Source: an optimization exercise on an open RTL-to-GDS flow (aim: small area, a short achievable clock period and few clock cycles per item). Production flows keep margins and buffers that such runs may drop.
RTL that was checked went through simulation tests only; none was proved equivalent to the original.

run a:
==> flow/design.v <==
module interp_add #(
  parameter int N    = 16,
  parameter int ARCH = 1
) (
  input  [N-1:0] a,
  input  [N-1:0] b,
  input          ci,
  output [N-1:0] s,
  output         co
);
  logic [N:0] g0, p0, g, pp;
  always_comb begin
    g0[0] = ci; p0[0] = 1'b0;
    for (int i = 0; i < N; i++) begin
      g0[i+1] = a[i] & b[i];
      p0[i+1] = a[i] ^ b[i];
    end
    g = g0; pp = p0;
    if (ARCH == 0) begin
      for (int i = 1; i <= N; i++) g[i] = g0[i] | (p0[i] & g[i-1]);
    end else if (ARCH == 2) begin
      for (int l = 1; l <= N; l = l * 2) begin
        for (int i = N; i >= l; i--) begin
          g[i]  = g[i] | (pp[i] & g[i-l]);
          pp[i] = pp[i] & pp[i-l];
        end
      end
    end else begin
      for (int l = 1; 2 * l <= N + 1; l = l * 2) begin
        for (int i = 2 * l - 1; i <= N; i += 2 * l) begin
          g[i]  = g[i] | (pp[i] & g[i-l]);
          pp[i] = pp[i] & pp[i-l];
        end
      end
      for (int l = 16; l >= 1; l = l / 2) begin
        for (int i = 3 * l - 1; i <= N; i += 2 * l) begin
          g[i]  = g[i] | (pp[i] & g[i-l]);
          pp[i] = pp[i] & pp[i-l];
        end
      end
    end
  end
  for (genvar i = 0; i < N; i++) begin : sum
    assign s[i] = p0[i+1] ^ g[i];
  end
  assign co = g[N];
endmodule
module interpolate_cal #(
  parameter  int unsigned HALF_SIZE = 16,
  parameter  int unsigned DATA_SIZE = 16
) (
  input clk,
  input rstn,
  input en,
  input [0:7][DATA_SIZE-1:0] feat,
  input [0:8][DATA_SIZE-1:0] x,  
  input [0:8][DATA_SIZE-1:0] y,
  input [0:8][DATA_SIZE-1:0] z,
  output logic [DATA_SIZE-1:0] interpolated_feat,
  output logic done
);
localparam int W = DATA_SIZE;
logic         busy;         
logic [3:0]   op;           
logic [1:0]   cnt;          
logic         first;        
logic [W-1:0] r;            
logic [W-1:0] d;            
logic         p_valid;      
logic [3:0]   p_nib;        
logic [W-1:0] p, m, a, b;
wire skip = first && (cnt != 2'd0) && (r[15:12] < d[15:12]);
wire [W-1:0] dv   = skip ? (d >> 4) : d;
wire [1:0]   left = skip ? cnt - 2'd1 : cnt;
wire idle   = !busy && !p_valid;
wire start  = idle && en;
wire last   = busy && (left == 2'd0);
wire load   = start || (last && op != 4'd10);
wire [3:0] lop = busy ? op + 4'd1 : 4'd1;    
logic [W-1:0] d_a, d_b, n_a, n_b;
always_comb begin
  d_a = x[1]; d_b = x[0];
  case (lop)
    4'd1:  begin d_a = x[1]; d_b = x[0]; end
    4'd2:  begin d_a = y[2]; d_b = y[0]; end
    4'd3:  begin d_a = x[3]; d_b = x[2]; end
    4'd4:  begin d_a = y[2]; d_b = y[0]; end
    4'd5:  begin d_a = z[4]; d_b = z[0]; end
    4'd6:  begin d_a = x[5]; d_b = x[4]; end
    4'd7:  begin d_a = y[6]; d_b = y[4]; end
    4'd8:  begin d_a = x[7]; d_b = x[6]; end
    4'd9:  begin d_a = y[6]; d_b = y[4]; end
    4'd10: begin d_a = z[4]; d_b = z[0]; end
    default: ;
  endcase
  case (lop)
    4'd2, 4'd7: n_a = y[8];
    4'd5:       n_a = z[8];
    4'd4, 4'd9, 4'd10: n_a = d_a;
    default:    n_a = x[8];
  endcase
  case (lop)
    4'd4, 4'd9: n_b = y[8];
    4'd10:      n_b = z[8];
    default:    n_b = d_b;
  endcase
end
wire [W-1:0] n_new, d_new;
interp_add #(W, 1) u_nsub (.a(n_a), .b(~n_b), .ci(1'b1), .s(n_new), .co());
interp_add #(W, 1) u_dsub (.a(d_a), .b(~d_b), .ci(1'b1), .s(d_new), .co());
logic [W-1:0] d_norm;
logic [1:0]   k_new;
always_comb begin
  if (d_new[15:12] != 4'd0)     begin d_norm = d_new;       k_new = 2'd0; end
  else if (d_new[11:8] != 4'd0) begin d_norm = d_new << 4;  k_new = 2'd1; end
  else if (d_new[7:4] != 4'd0)  begin d_norm = d_new << 8;  k_new = 2'd2; end
  else                          begin d_norm = d_new << 12; k_new = 2'd3; end
end
logic [W-1:0] rs [0:4];
logic [3:0]   nib;
assign rs[0] = r;
for (genvar j = 0; j < 4; j++) begin : step
  localparam int S = 3 - j;
  wire [W-1:0] dsh  = dv << S;
  wire         fits = (S == 0) ? 1'b1 : ~|dv[W-1 -: (S == 0 ? 1 : S)];
  wire [W-1:0] diff;
  wire         nb;
  interp_add #(W, 2) u_sub (.a(rs[j]), .b(~dsh), .ci(1'b1), .s(diff), .co(nb));
  assign nib[S]  = nb & fits;
  assign rs[j+1] = nib[S] ? diff : rs[j];
end
always_ff @(posedge clk) begin
  if (!rstn) begin
    busy  <= 1'b0;
    op    <= 4'd1;
  end else if (load) begin
    busy  <= 1'b1;
    op    <= lop;
  end else if (last) begin
    busy  <= 1'b0;
  end
end
always_ff @(posedge clk) begin
  first <= load;
  if (load) begin
    r   <= n_new;
    d   <= d_norm;
    cnt <= k_new;
  end else begin
    r   <= rs[4];
    d   <= dv >> 4;
    cnt <= left - 2'd1;
  end
end
always_ff @(posedge clk) begin
  if (!rstn) begin
    p_valid <= 1'b0;
    done    <= 1'b0;
  end else begin
    p_valid <= busy;
    done    <= p_valid && !busy;
  end
  p_nib   <= nib;
end
wire x_op  = (op == 4'd1) || (op == 4'd3) || (op == 4'd6) || (op == 4'd8);
wire [W-1:0] f_a = (op == 4'd1) ? feat[0] : (op == 4'd3) ? feat[2] :
                   (op == 4'd6) ? feat[4] : feat[6];
wire [W-1:0] f_b = (op == 4'd1) ? feat[1] : (op == 4'd3) ? feat[3] :
                   (op == 4'd6) ? feat[5] : feat[7];
wire [W-1:0] f_sum;
interp_add #(W, 1) u_fadd (.a(f_a), .b(f_b), .ci(1'b0), .s(f_sum), .co());
wire p_fin  = first || !busy;                               
wire add_a  = first && (op == 4'd5 || op == 4'd10);         
wire add_b  = !busy;                                        
wire [W-1:0] addend = add_a ? a : add_b ? b : '0;
wire [W-1:0] t0 = addend;
wire [W-1:0] t1 = p << 4;
wire [W-1:0] t2 = p_nib[3] ? (m << 3) : '0;
wire [W-1:0] t3 = p_nib[2] ? (m << 2) : '0;
wire [W-1:0] t4 = p_nib[1] ? (m << 1) : '0;
wire [W-1:0] t5 = p_nib[0] ? m : '0;
wire [W-1:0] s1 = t0 ^ t1 ^ t2;
wire [W-1:0] c1 = ((t0 & t1) | (t0 & t2) | (t1 & t2)) << 1;
wire [W-1:0] s2 = t3 ^ t4 ^ t5;
wire [W-1:0] c2 = ((t3 & t4) | (t3 & t5) | (t4 & t5)) << 1;
wire [W-1:0] s3 = s1 ^ c1 ^ s2;
wire [W-1:0] c3 = ((s1 & c1) | (s1 & s2) | (c1 & s2)) << 1;
wire [W-1:0] s4 = s3 ^ c3 ^ c2;
wire [W-1:0] c4 = ((s3 & c3) | (s3 & c2) | (c3 & c2)) << 1;
wire [W-1:0] p_new;
interp_add #(W, 0) u_pcpa (.a(s4), .b(c4), .ci(1'b0), .s(p_new), .co());
always_ff @(posedge clk) begin
  if (start)
    p <= '0;
  else if (p_valid)
    p <= (p_fin && busy) ? '0 : p_new;
  if (busy && first)
    m <= x_op ? f_sum : p_new;
  if (p_valid && first && (op == 4'd3 || op == 4'd8)) a <= p_new;   
  if (p_valid && first && op == 4'd6) b <= p_new;                    
end
assign interpolated_feat = p;
endmodule
module interp_top #(
  parameter  int unsigned W = 16
) (
  input              clk,
  input              rstn,
  input              en,
  input  [8*W-1:0]   feat,
  input  [9*W-1:0]   x,
  input  [9*W-1:0]   y,
  input  [9*W-1:0]   z,
  output [W-1:0]     interpolated_feat,
  output             done
);
logic [0:7][W-1:0] feat_arr;
logic [0:8][W-1:0] x_arr, y_arr, z_arr;
genvar g;
generate
  for (g = 0; g < 8; g = g + 1) begin : feat_unpack
    assign feat_arr[g] = feat[g*W +: W];
  end
  for (g = 0; g < 9; g = g + 1) begin : xyz_unpack
    assign x_arr[g] = x[g*W +: W];
    assign y_arr[g] = y[g*W +: W];
    assign z_arr[g] = z[g*W +: W];
  end
endgenerate
interpolate_cal #(
  .DATA_SIZE(W)
) INTERP (
  .clk               (clk),
  .rstn              (rstn),
  .en                (en),
  .feat              (feat_arr),
  .x                 (x_arr),
  .y                 (y_arr),
  .z                 (z_arr),
  .interpolated_feat (interpolated_feat),
  .done              (done)
);
endmodule
export LEC_CHECK = 0
export CAP_MARGIN = 20
export CORE_MARGIN = 2
export CORE_UTILIZATION = 40
export PLACE_DENSITY = 0.6
export SLEW_MARGIN = 20
create_clock -name core_clock -period 33.0 [get_ports {clk}]
standard.sh (not shown) runs the stock make flow with config.mk's settings and CLKGATE_MAP_FILE= SYNTH_SCRIPT=/design/flow/synth_recipe.tcl, a recipe that flattens the netlist after the stock synthesis.
==> flow/flow/run.sh <==
#!/bin/bash
set -euo pipefail
export BUFFER_PORTS_ARGS="-buffer_cell sky130_fd_sc_hd__buf_1"
export SETUP_SLACK_MARGIN=22.5
bash standard.sh > standard_flow.log 2>&1
Run a: PASS, flow complete, no timing, DRC or antenna violations
Here is what was changed in the inputs of run b compared with run a.
--- a/flow/design.v
+++ b/flow/design.v
@@ -70,7 +70,23 @@
 logic [3:0]   p_nib;        
 logic [W-1:0] p, m, a, b;
-wire skip = first && (cnt != 2'd0) && (r[15:12] < d[15:12]);
-wire [W-1:0] dv   = skip ? (d >> 4) : d;
-wire [1:0]   left = skip ? cnt - 2'd1 : cnt;
+logic [3:0] d_top;
+always_comb begin
+  case (cnt)
+    2'd1:    d_top = d[11:8];
+    2'd2:    d_top = d[7:4];
+    default: d_top = d[3:0];
+  endcase
+end
+wire skip = first && (cnt != 2'd0) && (r[15:12] < d_top);
+wire [1:0] left = cnt - {1'b0, skip};
+logic [W-1:0] dv;
+always_comb begin
+  case (left)
+    2'd0: dv = d;
+    2'd1: dv = d << 4;
+    2'd2: dv = d << 8;
+    default: dv = d << 12;
+  endcase
+end
 wire idle   = !busy && !p_valid;
 wire start  = idle && en;
@@ -109,12 +125,7 @@
 interp_add #(W, 1) u_nsub (.a(n_a), .b(~n_b), .ci(1'b1), .s(n_new), .co());
 interp_add #(W, 1) u_dsub (.a(d_a), .b(~d_b), .ci(1'b1), .s(d_new), .co());
-logic [W-1:0] d_norm;
-logic [1:0]   k_new;
-always_comb begin
-  if (d_new[15:12] != 4'd0)     begin d_norm = d_new;       k_new = 2'd0; end
-  else if (d_new[11:8] != 4'd0) begin d_norm = d_new << 4;  k_new = 2'd1; end
-  else if (d_new[7:4] != 4'd0)  begin d_norm = d_new << 8;  k_new = 2'd2; end
-  else                          begin d_norm = d_new << 12; k_new = 2'd3; end
-end
+wire [1:0] k_new = (d_new[15:12] != 4'd0) ? 2'd0 :
+                   (d_new[11:8]  != 4'd0) ? 2'd1 :
+                   (d_new[7:4]   != 4'd0) ? 2'd2 : 2'd3;
 logic [W-1:0] rs [0:4];
 logic [3:0]   nib;
@@ -145,9 +156,8 @@
   if (load) begin
     r   <= n_new;
-    d   <= d_norm;
+    d   <= d_new;
     cnt <= k_new;
   end else begin
     r   <= rs[4];
-    d   <= dv >> 4;
     cnt <= left - 2'd1;
   end
Findings:
Per the comparison of run b with run a, vias after detailed routing moved down; maximum frequency increased 2.1%; share of flip-flops with an asynchronous set or reset after synthesis about even.
In summary, run b completed successfully, with a layout that passed the timing, DRC and antenna checks.
Comparing share of synthesized area occupied by flip-flops and latches for run b and run a, the smaller number came from run a.
Looking at critical path depth, run b sits above run a.
Changes observed in run b relative to run a: final clock period utilization by the worst path now smaller; synthesized cell area moved down; global-route usage now smaller.
For run a, the endpoint of the worst setup timing path was INTERP.d[4]$_DFF_P_, unlike run b, where it was INTERP.r[5]$_DFF_P_.
Testbench counts of run b, summed over its fixed seeds: cycles 56,492, items 2,400.
The RTL of run a was laid out without a check of its function.

[afterwards: timing with drivers on the ports]
How much do the figures lean on ideal ports? The routed layouts below were timed once more, with nothing changed but the port constraints.
Step 1 assumes that a clkbuf_16 drives the clock port and a buf_2 every other input.
Step 2 also shifts input and output timing later by t, the mid clock arrival at the registers, as if the neighbouring blocks saw the same clock.
a / b / c = no drivers / after step 1 / after step 2; a / b = the first two.
| run | shift t [ns] | setup WS [ns] | worst hold slack (ns) | worst setup path after step 2 |
|---|---|---|---|---|
| run a | 0.413 | 22.356 / 22.357 / 21.944 | 0.473 / 0.473 / 0.473 | input to register |
| run b | 0.411 | 22.570 / 22.570 / 22.356 | 0.476 / 0.476 / 0.476 | input to register |
After both steps setup and hold are still met in every run listed. The setup slack of run a, which loses most, moves by +0.001 ns with the drivers and by -0.412 ns with both steps.
